This design comes from an exercise in tuning for small area and few clock cycles per item on the open sky130 flow, not from production work. In this exercise RTL edits were held to simulation tests only and were not proved equivalent to the original.

## flow/design.v (module list and top-level ports; edited modules follow where they fit)
// module addsub: 395 lines
// module bpp: 10 lines
// module ha: 9 lines
// module fa: 10 lines
// module mul: 1383 lines
// module arbiter: 21 lines
// module calculator: 58 lines
module calculator (
    input  logic clk,
    input  logic rst_n,
    input  logic add_valid,
    output logic add_ack,
    input  logic [WIDTH-1:0] add_a,
    input  logic [WIDTH-1:0] add_b,
    input  logic sub_valid,
    output logic sub_ack,
    input  logic [WIDTH-1:0] sub_a,
    input  logic [WIDTH-1:0] sub_b,
    input  logic mul_valid,
    output logic mul_ack,
    input  logic [WIDTH-1:0] mul_a,
    input  logic [WIDTH-1:0] mul_b,
    output logic result_valid,
    input  logic result_ack,
    output logic [2:0] result_unit,
    output logic [WIDTH-1:0] result
);
  // ...
==> flow/flow/run.sh <==
#!/bin/bash
# The standard flow, with the port buffers that placement inserts made of
# the smallest buffer cell (every input and output port still gets one).
set -uo pipefail
bash standard.sh synth > synth.log 2>&1 || exit 1
export BUFFER_PORTS_ARGS="-buffer_cell sky130_fd_sc_hd__buf_1"
bash standard.sh finish > layout.log 2>&1 || exit 1
==> flow/standard.sh <==
#!/bin/bash
# synth_recipe.tcl (not shown) runs the flow's synth.tcl, then flattens the netlist and writes it again
# the make line also repeats each setting of config.mk as NAME=value (left out here)
make -C /OpenROAD-flow-scripts/flow DESIGN_CONFIG=/design/flow/config.mk WORK_HOME=/design/flow/orfs CLKGATE_MAP_FILE= SYNTH_SCRIPT=/design/flow/synth_recipe.tcl "${@:-finish}"
==> flow/config.mk <==
export PLATFORM = sky130hd
export DESIGN_NAME = calculator
export DESIGN_NICKNAME = calculator
export VERILOG_FILES = /design/flow/design.v
export SDC_FILE = /design/flow/constraint.sdc
export NUM_CORES = 4
export LEC_CHECK = 0
export CAP_MARGIN = 20
export CORE_MARGIN = 2
export CORE_UTILIZATION = 40
export SLEW_MARGIN = 20
export SYNTH_HIERARCHICAL = 1
export SYNTH_MINIMUM_KEEP_SIZE = 0
==> flow/constraint.sdc <==
create_clock -name core_clock -period 9.0 [get_ports {clk}]
set_input_delay 1.8000 -clock core_clock [delete_from_list [all_inputs] [get_ports {clk}]]
set_output_delay 1.8000 -clock core_clock [all_outputs]
set_load 0.01 [all_outputs]
==> flow_metrics.tcl, run 1 <==
set metrics [dict create \
    die_w_um 247 \
    hold_depth 1 \
    clkSinkCount 89 \
    area_delta_synth_final_pct 12.0 \
    worst-r2r-setup-slack_ns 1.72 \
    taps 765 \
    tightest_slew_ns 1.33 \
    yosys.area_share.adder_pct 34.9 \
    syn_inst 2549 \
    highest_layer "met4" \
    grt_pass1_vias 22400 \
    gp_congestion 0.995 \
    synth-xor-area-share_pct 16.7 \
    post-route-period-util_pct 91.4 \
    holdWs_ns 0.542 \
    status "finished clean" \
    ys.flop_type "dfxtp_1" \
    synth_warnings 8 \
    coreArea_um2 57900 \
    dp_hpwl_um 67700 \
    crit_top_cell "buf_1" \
    largest_reg_flops 64 \
    antenna_found_initial 0 \
    clockBufferCount 9 \
    drive_gt1_share_pct 6.31 \
    cts_resized 0 \
    yosysMostFrequentCell "a22oi_1" \
    crit_family "compound AO/OA/AOI/OAI gates" \
    end_kind "primary output" \
    slew_headroom_pct 11.1 \
    wl_met2_um 40700 \
    cp_max_fo 66 \
    nNonClkInverters 98 \
    synth_top_cell_area_share_pct 31.4 \
    synthMuxAreaShare_pct 0.0850 \
    drc 0 \
]
Testbench counts, summed over its fixed seeds: cycles 4,633, items 4,259.
==> module calculator, before the edit <==
module calculator (
    input  logic clk,
    input  logic rst_n,
    input  logic add_valid,
    output logic add_ack,
    input  logic [WIDTH-1:0] add_a,
    input  logic [WIDTH-1:0] add_b,
    input  logic sub_valid,
    output logic sub_ack,
    input  logic [WIDTH-1:0] sub_a,
    input  logic [WIDTH-1:0] sub_b,
    input  logic mul_valid,
    output logic mul_ack,
    input  logic [WIDTH-1:0] mul_a,
    input  logic [WIDTH-1:0] mul_b,
    output logic result_valid,
    input  logic result_ack,
    output logic [2:0] result_unit,
    output logic [WIDTH-1:0] result
);
parameter WIDTH = 64;  
logic [63:0] mul_s, mul_c;
logic mul_res_valid;
logic g_add, g_sub, g_mul;
mul mul_inst (
    .clk(clk),
    .rst_n(rst_n),
    .mul_valid(mul_valid),
    .mul_ack(mul_ack),
    .mul_a(mul_a),
    .mul_b(mul_b),
    .mul_s(mul_s),
    .mul_c(mul_c),
    .mul_res_valid(mul_res_valid),
    .mul_res_ready(result_ack)
);
arbiter arbiter_inst (
    .clk(clk),
    .rst_n(rst_n),
    .add_valid(add_valid),
    .sub_valid(sub_valid),
    .mul_valid(mul_res_valid),
    .result_ack(result_ack),
    .g_add(g_add),
    .g_sub(g_sub),
    .g_mul(g_mul)
);
assign add_ack = g_add & result_ack;
assign sub_ack = g_sub & result_ack;
assign result_valid = g_mul | ((g_add | g_sub) & result_ack);
assign result_unit = {g_mul, g_sub, g_add};
addsub addsub_inst (
    .x(({64{g_mul}} & mul_s) | ({64{g_add}} & add_a) | ({64{g_sub}} & sub_a)),
    .y(({64{g_mul}} & mul_c) | ({64{g_add}} & add_b) | ({64{g_sub}} & ~sub_b)),
    .cin(g_sub),
    .sum(result)
);
endmodule
==> run 2, diff against run 1 <==
--- a/flow/design.v
+++ b/flow/design.v
@@ -425,31 +425,31 @@
 module mul (
   input  logic clk,
   input  logic rst_n,
   input  logic mul_valid,
   output logic mul_ack,
   input  logic [63:0] mul_a,
   input  logic [63:0] mul_b,
   output logic [63:0] mul_s,
-  output logic [63:0] mul_c,
+  output logic [20:0] mul_cs,
   output logic mul_res_valid,
   input  logic mul_res_ready
 );
   logic [1:0] cnt;
   logic full;
   logic [63:0] rs, rc;
   logic [20:0] rcs;
   wire hold = full & ~mul_res_ready;
   wire adv  = mul_valid & ~hold;
   wire last = (cnt == 2'd2);
   assign mul_ack = mul_valid & last;
   assign mul_res_valid = full;
   assign mul_s = rs;
-  assign mul_c = rc;
+  assign mul_cs = rcs;
   wire accen = (cnt != 2'd0) | hold;
   always_ff @(posedge clk or negedge rst_n)
     if (!rst_n) begin
       cnt  <= 2'd0;
       full <= 1'b0;
     end else begin
       cnt  <= (adv & ~last) ? cnt + 2'd1 : 2'd0;
       full <= (adv & last) | hold;
@@ -1842,28 +1842,36 @@
     input  logic [WIDTH-1:0] mul_a,
     input  logic [WIDTH-1:0] mul_b,
     output logic result_valid,
     input  logic result_ack,
     output logic [2:0] result_unit,
     output logic [WIDTH-1:0] result
 );
 parameter WIDTH = 64;  
+localparam CSB = 3;
+localparam NC = 63 / CSB;
 logic [63:0] mul_s, mul_c;
+logic [NC-1:0] mul_cs;
+always_comb begin
+    mul_c = 64'd0;
+    for (int i = 0; i < NC; i++)
+        mul_c[CSB * (i + 1)] = mul_cs[i];
+end
 logic mul_res_valid;
 logic g_add, g_sub, g_mul;
 mul mul_inst (
     .clk(clk),
     .rst_n(rst_n),
     .mul_valid(mul_valid),
     .mul_ack(mul_ack),
     .mul_a(mul_a),
     .mul_b(mul_b),
     .mul_s(mul_s),
-    .mul_c(mul_c),
+    .mul_cs(mul_cs),
     .mul_res_valid(mul_res_valid),
     .mul_res_ready(result_ack)
 );
 arbiter arbiter_inst (
     .clk(clk),
     .rst_n(rst_n),
     .add_valid(add_valid),
     .sub_valid(sub_valid),
==> flow_metrics.tcl, run 2 <==
set metrics [dict create \
    status "finished clean" \
    synth-xor-area-share_pct 17.0 \
    largest_reg_flops 64 \
    cp_max_fo 9 \
    slew_violations 0 \
    fmax_ghz 0.122 \
    coreArea_um2 57400 \
    firstDrtPassIters 8 \
    fin_nets 3659 \
    post-route-period-util_pct 91.4 \
    die_h_um 244 \
    yosys.area_share.adder_pct 35.6 \
    cts_buffers 9 \
    setup_tns_ns 0 \
    synthMuxAreaShare_pct 0.0866 \
    die_area_um2 59700 \
    ys.flop_type "dfxtp_1" \
    clk_latency_ns 0.38 \
    holdWs_ns 0.540 \
    yosysMostFrequentCell "a22oi_1" \
    rows 88 \
    clock_tree.htree_level_count 3 \
    crit_start "add_valid" \
    end_kind "primary output" \
    synth_common_cells "a22oi_1, xnor2_1, fa_1" \
    synth_area_leader_cell "fa_1" \
    synth_edf_count 0 \
    path_class "in -> out" \
    vias 21700 \
    most-common-layout-cells "buf_1, a22oi_1, xnor2_1" \
    synth.distinct_cells 71 \
    drc 0 \
    drv_cap 0 \
    rr_startpoint "mul_inst.cnt[0]" \
    setup_viol 0 \
    synth_top_cell_area_share_pct 32.1 \
    grt_pass1_vias 22100 \
    gp_congestion 0.965 \
    post-route-util_pct 45.4 \
    io_buffer_count 460 \
    start_kind "input pin" \
    largest-register "mul_inst.rs" \
    antenna_found_initial 0 \
    cts-root-buf "clkbuf_16" \
    grt_usage_pct 28.6 \
    wl_per_cell_um 24.0 \
    synth.avg_cell_area_um2 9.24 \
    postCtsHoldBufs 0 \
    ys_ff_latch 89 \
    ioPinCount 461 \
    cts_resized 0 \
    layout_commonest_cell "buf_1" \
    syn_inst 2501 \
    cts_tree "done" \
    post_cts_buffers 0 \
    pre_cts_slack_ns 0.790 \
    cp.required_ns 7.20 \
    clkSinkCount 89 \
    worstPathArrival_ns 6.42 \
    rsz0062_at_grt "no" \
    dp_cells 3587 \
    hold_path_class "reg -> reg" \
    finalHoldViolations 0 \
    netlist_area_um2 23100 \
    drive_gt1_share_pct 6.13 \
    fin_cells 3603 \
    viasPerCell 6.03 \
    min_from "arbiter_inst.sub_first" \
    tightest_slew_ns 1.25 \
    antenna_left 0 \
    synth_compound_area_share_pct 25.0 \
    path_clk_slew_ns 0.07 \
    synth_area_leaders "fa_1, xnor2_1, a22oi_1, dfxtp_1, a222oi_1" \
    stdcell_area_um2 26000 \
    initialDrtViolationCount 2418 \
    die_w_um 244 \
    synthArstFlopShare_pct 4.49 \
    start_util_pct 40.3 \
    synth-simple-area-share_pct 8.34 \
    antenna_cells 0 \
    placed_area_um2 25700 \
    dp_hpwl_um 67400 \
    top_regs "mul_inst.rs: 64 flops, mul_inst.rcs: 21 flops, mul_inst.cnt: 2 flops" \
    synth_top_family_by_area "adder cells" \
    grt_pass1_wl_um 131000 \
    overflow 0 \
    synth_warnings 9 \
    clk_path_buf_depth 2 \
    wirelength_um 86500 \
    slew_headroom_pct 17.0 \
    setup_slack_ns 0.778 \
    area_delta_synth_final_pct 12.6 \
    clock_skew_ns 0.00932 \
    grt_max_degree 69 \
    yosysSeqAreaShare_pct 7.80 \
    period_minus_slack_ns 8.22 \
]
-- run 2: cell types whose count changed in the layout (fill, tap and decap cells not counted), moves of 2 or more --
cell	before	now
conb_1	43	0
buf_4	103	101
inv_8	3	0
a22oi_1	459	417
o21ai_1	13	7
clkbuf_1	0	2
a21oi_2	8	11
nand2_1	56	97
o21ai_0	85	92
-- run 2: kinds of logic (layout without fill, tap and decap cells) --
family,Yosys count,in the layout
buffers and inverters,338,675
multiplexers,2,2
flip-flops,89,89
AND/OR/NAND/NOR,393,393
adder cells (fa/ha/maj),436,436
XOR/XNOR,448,448
AO/OA/AOI/OAI,795,795
-- run 2: area by class of cell --
class,count,area [um2]
Multi-Input combinational cell,2074,20100
Fill cell,5669,31300
Clock buffer,12,246
Tap cell,765,957
Timing Repair Buffer,562,2500
Clock inverter,4,53.8
Inverter,97,364
Sequential cell,89,1810
-- run 2: path summary, 6_finish.rpt --
path | end | slack, ns | cells past startpoint
min | arbiter_inst.sub_first | 0.54 | 1
min reg2reg | arbiter_inst.sub_first | 0.54 | 1
max in group asynchronous | mul_inst.full | 7.33 | 1
max | result[62] | 0.78 | 19
min in group asynchronous | mul_inst.cnt[0] | 1.33 | 1
max reg2reg | mul_inst.rs[62] | 1.82 | 15
-- run 2: metal layers --
metal	part of all wire, %	track usage, %	up-vias
li1	-	-	9576
met1	40	37.9	10700
met2	46	46.5	1260
met3	9.4	5.10	212
met4	4.4	11.4	0
met5	0	0	-
-- run 2: worst max-delay path: stages --
cell      delay [ns]
buf_1           0.10
nor2b_1         0.14
nor3b_2         0.33
inv_2           0.07
o21ai_0         0.20
inv_1           0.08
fa_1            0.43
fa_1            0.42
nand2b_1        0.18
a21oi_1         0.25
o21a_1          0.23
o21ai_0         0.24
nand2_2         0.20
a41o_4          0.29
a31oi_4         0.25
o41ai_2         0.59
a31oi_1         0.15
a211oi_1        0.26
buf_1           0.19
-- run 2: modules after synthesis (local to each module, per instance) --
module,cells inside,flip-flops and latches
mul,1489,88
addsub,339,0
calculator,301,0
arbiter,9,1
fa,1,0
Testbench counts of run 2, summed over its fixed seeds: cycles 4,633, items 4,259.
==> run 3, diff against run 2 <==
==> flow/flow/run.sh (replaced) <==
#!/bin/bash
# The standard flow, with the port buffers that placement inserts made of
# the smallest buffer cell (every input and output port still gets one),
# and a clock tree of smaller buffers without dummy loads.
set -uo pipefail
bash standard.sh synth > synth.log 2>&1 || exit 1
export BUFFER_PORTS_ARGS="-buffer_cell sky130_fd_sc_hd__buf_1"
export CTS_ARGS="-sink_clustering_enable -repair_clock_nets -sink_clustering_size 20 -sink_clustering_max_diameter 60 -root_buf sky130_fd_sc_hd__clkbuf_16 -buf_list sky130_fd_sc_hd__clkbuf_8 -dont_use_dummy_load"
bash standard.sh finish > layout.log 2>&1 || exit 1
==> flow_metrics.tcl, run 3 <==
set metrics [dict create \
    rows 88 \
    wl_per_cell_um 24.0 \
    netlist_area_um2 23100 \
    die_w_um 244 \
    clk_latency_ns 0.38 \
    ioPinCount 461 \
    ys.flop_type "dfxtp_1" \
    initialDrtViolationCount 2391 \
    synth_warnings 9 \
    synth_top_cell_area_share_pct 32.1 \
    post_cts_buffers 0 \
    start_kind "input pin" \
    fin_nets 3659 \
    grt_max_degree 69 \
    yosysMostFrequentCell "a22oi_1" \
    setup_viol 0 \
    viasPerCell 6.03 \
    grt_pass1_wl_um 130000 \
    top_regs "mul_inst.rs: 64 flops, mul_inst.rcs: 21 flops, mul_inst.cnt: 2 flops" \
    drive_gt1_share_pct 5.97 \
    vias 21700 \
    die_area_um2 59700 \
    clock_skew_ns 0.0197 \
    period_minus_slack_ns 8.24 \
    postCtsHoldBufs 0 \
    stdcell_area_um2 25900 \
    synth_area_leader_cell "fa_1" \
    seq_area_um2 1810 \
    finalHoldViolations 0 \
    clkSinkCount 89 \
    most-common-layout-cells "buf_1, a22oi_1, xnor2_1" \
    multiInputGateArea_um2 20100 \
    clock_tree.htree_level_count 3 \
    coreArea_um2 57400 \
    path_class "in -> out" \
    worstPathArrival_ns 6.44 \
    antenna_found_initial 0 \
    cp_max_fo 9 \
    synth.distinct_cells 71 \
    placed_area_um2 25700 \
    antenna_left 0 \
    grt_pass1_vias 22100 \
    die_h_um 244 \
    synth_edf_count 0 \
    cts-root-buf "clkbuf_16" \
    synthArstFlopShare_pct 4.49 \
    fill_cells 5673 \
    cts_tree "done" \
    slew_headroom_pct 17.2 \
    rsz0062_at_grt "no" \
    end_kind "primary output" \
    ys_ff_latch 89 \
    start_util_pct 40.3 \
    area_delta_synth_final_pct 12.3 \
    syn_inst 2501 \
    dp_hpwl_um 67400 \
    cp.required_ns 7.20 \
    gp_congestion 0.965 \
    grt_usage_pct 28.6 \
    synth_common_cells "a22oi_1, xnor2_1, fa_1" \
    hold_path_class "reg -> reg" \
    layout_commonest_cell "buf_1" \
    io_buffer_count 460 \
    wirelength_um 86200 \
    cts_resized 0 \
    drc 0 \
    fmax_ghz 0.121 \
    overflow 0 \
    yosysSeqAreaShare_pct 7.80 \
    cts_buffers 9 \
    firstDrtPassIters 7 \
    synth.avg_cell_area_um2 9.24 \
    largest_reg_flops 64 \
    post-route-period-util_pct 91.5 \
    tightest_slew_ns 1.24 \
    largest-register "mul_inst.rs" \
    synth_area_leaders "fa_1, xnor2_1, a22oi_1, dfxtp_1, a222oi_1" \
    status "finished clean" \
    clk_path_buf_depth 2 \
    drv_cap 0 \
    setup_tns_ns 0 \
    antenna_cells 0 \
    path_clk_slew_ns 0.06 \
    slew_violations 0 \
]
run 3: cell counts after synthesis:
Identical to the previous run, type by type.
run 3: path summary, 6_finish.rpt:
path / from / endpoint / slack, ns / cells after the start
setup / recovery: add_valid / result[62] / 0.76 / 19
hold / removal: arbiter_inst.sub_first / arbiter_inst.sub_first / 0.54 / 1
setup reg to reg: mul_inst.cnt[0] / mul_inst.rs[62] / 1.84 / 15
hold reg to reg: arbiter_inst.sub_first / arbiter_inst.sub_first / 0.54 / 1
max in group asynchronous: rst_n / mul_inst.full / 7.33 / 1
min in group asynchronous: rst_n / mul_inst.cnt[0] / 1.33 / 1
run 3: final cells by class:
| class | instances | area share (%) |
|---|---|---|
| Clock buffer | 9 | 0.868 |
| Inverter | 97 | 1.40 |
| Multi-Input combinational cell | 2074 | 77.4 |
| Sequential cell | 89 | 6.96 |
| Tap cell | 765 | 3.69 |
| Timing Repair Buffer | 562 | 9.65 |
run 3: layer usage:
layer  up-vias  global-route usage (%)  part of all wire, %
li1       9574                       -                    -
met1     10700                    37.8                   40
met2      1265                    46.3                   46
met3       204                    5.14                  9.5
met4         0                    11.5                  4.3
met5         -                       0                    0
run 3: critical path, stage by stage:
cell and delay, ns:
buf_1 0.10, nor2b_1 0.14, nor3b_2 0.34, inv_2 0.07
o21ai_0 0.20, inv_1 0.09, fa_1 0.43, fa_1 0.42
nand2b_1 0.18, a21oi_1 0.25, o21a_1 0.24, o21ai_0 0.24
nand2_2 0.21, a41o_4 0.29, a31oi_4 0.25, o41ai_2 0.59
a31oi_1 0.15, a211oi_1 0.26, buf_1 0.18
run 3: modules after synthesis, one instance, submodules excluded:
module	cells	times used	flip-flops and latches	area, um2
mul	1489	1	88	11300
addsub	339	1	0	2650
calculator	301	1	0	1800
fa	1	363	0	20.0
arbiter	9	1	1	82.6
run 3: cell families (layout without fill, tap and decap cells):
group	Yosys count	count (layout)	synth area share (%)
adders and majority gates	436	436	35.6
xor gates and xnor gates	448	448	17.0
AOI/OAI and AO/OA	795	795	25.0
buffers and inverters	338	668	6.09
DFF	89	89	7.80
muxes	2	2	0.0866
and+or+nand+nor	393	393	8.34
run 3: metrics by stage:
step           hold slack, ns  setup WS [ns]  std cells  utilization, %
6_report                0.540          0.762       3596            45.2
4_1_cts                 0.546          0.770       3596            45.2
5_1_grt                 0.563          0.462       3596            45.2
3_3_place_gp            0.531          0.852       3587            44.8
2_1_floorplan           0.494           1.45       2501               -
3_5_place_dp            0.534          0.790       3587            44.8

[static timing again, ports no longer ideal]
How much do the figures lean on ideal ports? The routed layouts below were timed once more, with nothing changed but the port constraints.
Step 1: set_driving_cell puts a clkbuf_16 on clk and a buf_2 on each other input, an assumption about the parent block.
Step 2 adds t to the input delays and takes it off the output delays; t is the mean of the earliest and latest rising clock arrival at the registers after step 1. Input paths then give back, and output paths get back, about the clock's delay inside the block.
Slacks: ideal ports / drivers / drivers and shift; pairs: ideal ports / drivers.
run	shift t [ns]	setup slack, ns	worst setup path at the end	latest minus earliest clock arrival (ns)	pins driven straight from the clock port
run 1	0.440	0.770 / 0.745 / 0.745	input to output	0.015 / 0.015	1
run 2	0.432	0.778 / 0.758 / 0.758	input to output	0.011 / 0.010	1
run 3	0.432	0.762 / 0.742 / 0.742	input to output	0.020 / 0.020	1
After both steps setup and hold are still met in every run listed. For run 1, which loses most, drivers alone change the setup slack by -0.025 ns; drivers and shift together by -0.025 ns.
